What follows belongs to an exercise in optimizing a design on an open flow for small area, a short achievable clock period and few clock cycles; a production flow would make more cautious choices.
Power and IR drop assume default switching activity.

## Core
module Core(
	input             clk,
	input             rst,                        
	input      [15:0] mem_to_core_data,           
	output     [15:0] core_to_mem_data,           
	output     [23:0] core_to_mem_address,        
	output            core_to_mem_write_enable);
Size in the first run: roughly 2000 cells after synthesis, roughly 59 I/O pins, ~21000 um2 of cells after synthesis.
make LEC_CHECK=0 CAP_MARGIN=20 CORE_MARGIN=2 CORE_UTILIZATION=40 SETUP_SLACK_MARGIN=4.0 SLEW_MARGIN=20 finish   # period 7.0 ns
run.sh (not shown) runs the stock make flow with config.mk's settings and CLKGATE_MAP_FILE= SYNTH_SCRIPT=/design/flow/synth_recipe.tcl, a recipe that flattens the netlist after the stock synthesis.
Then changed:
--- a/flow/design.v
+++ b/flow/design.v
@@ -57,36 +57,38 @@
 	reg [3:0]  ld_dest;
 	reg        ld_we;
 	reg [15:0] ir;           
 	reg        r_valid;      
 	reg        zero, negative;
 	reg [15:0] opa, opb;
-	reg        e_cmp;        
-	reg        e_kadd, e_ksub, e_klog, e_kshl, e_kshr;    
+	reg        e_valid;      
+	reg        e_cmp;
+	reg        e_sub;        
+	reg [1:0]  e_sel;        
 	reg [3:0]  e_tt;         
 	reg        e_we_hi, e_we_lo;
 	reg [3:0]  e_dest;
-	wire [15:0] sum_add = opa + opb;
-	wire [16:0] sum_sub = {1'b0, opb} + {1'b0, ~opa} + 17'd1;
+	wire [15:0] a_in = e_sub ? ~opa : opa;
+	wire [16:0] sum  = {1'b0, opb} + {1'b0, a_in} + {16'b0, e_sub};
 	wire eq = (opa == opb);
-	wire lt = sum_sub[16] & ~eq;    
+	wire lt = sum[16] & ~eq;    
 	reg  [15:0] logic_r;
 	integer k;
 	always @(*)
 		for (k = 0; k < 16; k = k + 1)
 			logic_r[k] = e_tt[{opa[k], opb[k]}];
-	wire [15:0] other  = ({16{e_klog}} & logic_r) |
-	                     ({16{e_kshl}} & (opa << opb[3:0])) |
-	                     ({16{e_kshr}} & (opa >> opb[3:0]));
-	wire [15:0] result = ({16{e_kadd}} & sum_add) | ({16{e_ksub}} & sum_sub[15:0]) | other;
-	wire        e_hi  = e_we_hi;
-	wire        e_lo  = e_we_lo;
+	wire [15:0] other  = ({16{e_sel == 2'd1}} & logic_r) |
+	                     ({16{e_sel == 2'd2}} & (opa << opb[3:0])) |
+	                     ({16{e_sel == 2'd3}} & (opa >> opb[3:0]));
+	wire [15:0] result = (e_sel == 2'd0) ? sum[15:0] : other;
+	wire        e_hi  = e_valid & e_we_hi;
+	wire        e_lo  = e_valid & e_we_lo;
 	wire        w_hi  = a_ld ? ld_we : e_hi;
 	wire        w_lo  = a_ld ? ld_we : e_lo;
 	wire [3:0]  w_idx = a_ld ? ld_dest : e_dest;
-	wire [15:0] w_data = ({16{a_ld}} & md) | result;    
+	wire [15:0] w_data = a_ld ? md : result;
 	wire [3:0] op = ir[15:12];
 	wire [3:0] ra = ir[11:8];
 	wire [3:0] rb = ir[7:4];
 	wire [7:0] imm = ir[7:0];
 	wire [15:0] rf_a, rf_b;
 	reg_file _reg_file(
@@ -140,13 +142,13 @@
 			3'd2: cond = negative;
 			3'd3: cond = zero | negative;
 			3'd4: cond = ~negative & ~zero;
 			default: cond = ~negative | zero;
 		endcase
 	reg  bpend;              
-	wire b_adj    = e_cmp;
+	wire b_adj    = e_valid & e_cmp;
 	wire lo_ldst  = is_lo & ((op == LW) | (op == SW));
 	wire lo_jump  = is_lo & ((op == JMP) | ((op == BR) & (b_adj | cond)));
 	wire b_pred   = is_lo & (op == BR) & b_adj;
 	wire b_miss   = bpend & ~cond;       
 	wire b_hit    = bpend & cond;        
 	always @(posedge clk) begin
@@ -156,12 +158,13 @@
 			dslot   <= 0;
 			we      <= 0;
 			a_data  <= 0;
 			nf_lo   <= 0;
 			nf_kill <= 1;
 			r_valid <= 0;
+			e_valid <= 0;
 			a_ld    <= 0;
 			bpend   <= 0;
 		end else begin
 			if (lo_ldst | lo_jump)
 				addr <= {imm, md};
 			else if (dslot | b_miss)
@@ -177,46 +180,33 @@
 				if (~kill)
 					nf_lo <= is_ins & needs_lo;
 				nf_kill <= (lo_jump & ~b_pred) | b_miss;
 			end
 			bpend <= b_pred;
 			r_valid <= is_ins;
+			e_valid <= r_valid & d_alu;
 		end
 		if (is_lo) begin
 			ld_dest <= ra;
 			ld_we   <= (ra != 4'd0);
 		end
 		if (is_ins)
 			ir <= md;
-		if (e_cmp) begin
+		if (e_valid & e_cmp) begin
 			zero     <= eq;
 			negative <= lt;
 		end
 		if (r_valid)
 			opa <= fwd_a;           
 		opb <= fwd_b;
+		e_cmp   <= d_cmp;
+		e_sub   <= d_sub;
+		e_sel   <= d_sel;
 		e_tt    <= d_tt;
-		if (rst) begin
-			e_cmp   <= 0;
-			e_kadd  <= 0;
-			e_ksub  <= 0;
-			e_klog  <= 0;
-			e_kshl  <= 0;
-			e_kshr  <= 0;
-			e_we_hi <= 0;
-			e_we_lo <= 0;
-		end else begin
-			e_cmp   <= r_valid & d_cmp;
-			e_kadd  <= r_valid & d_alu & (d_sel == 2'd0) & ~d_sub;
-			e_ksub  <= r_valid & d_alu & (d_sel == 2'd0) & d_sub & ~d_cmp;
-			e_klog  <= r_valid & d_alu & (d_sel == 2'd1);
-			e_kshl  <= r_valid & d_alu & (d_sel == 2'd2);
-			e_kshr  <= r_valid & d_alu & (d_sel == 2'd3);
-			e_we_hi <= r_valid & d_hi & d_dnz;
-			e_we_lo <= r_valid & d_lo & d_dnz;
-		end
+		e_we_hi <= d_hi & d_dnz;
+		e_we_lo <= d_lo & d_dnz;
 		e_dest  <= d_dest;
 	end
 	assign core_to_mem_address      = addr;
 	assign core_to_mem_data         = opa;
 	assign core_to_mem_write_enable = we;
 endmodule
Outcome: Cell area drops by 4.9%; hold slack loses 8.9 ps; combinational power grows by about 8%; clock power barely changes; die area decreases by 2.0%; flip-flop and latch count went down by 1; via count falls by 7.0%.
Function was not checked in any run of this note: the RTL went through the layout flow alone.

[static timing again, ports no longer ideal]
The flow's constraints put no driver on any port. The routed layouts listed below were extracted and timed again, unchanged, in two steps. Step 1, drivers: a clkbuf_16 drives clk and a buf_2 each remaining input, both assumed. Step 2, shift: input delay + t, output delay - t, t = (earliest + latest rising clock arrival at the registers) / 2. This alone moves slack from input paths to output paths. Slacks: ideal ports / drivers / drivers and shift; pairs: ideal ports / drivers.
| run | shift t [ns] | slack for setup (ns) | worst setup path at the end | worst register clock-pin slew, ns |
|---|---|---|---|---|
| the first run | 0.621 | 3.827 / 3.827 / 3.769 | input to register | 0.07 / 0.07 |
| the second run | 0.641 | 3.648 / 3.648 / 3.648 | register to register | 0.07 / 0.07 |
After both steps setup and hold are still met in every run listed. The setup slack of the first run, which loses most, moves by 0.000 ns with the drivers and by -0.058 ns with both steps.
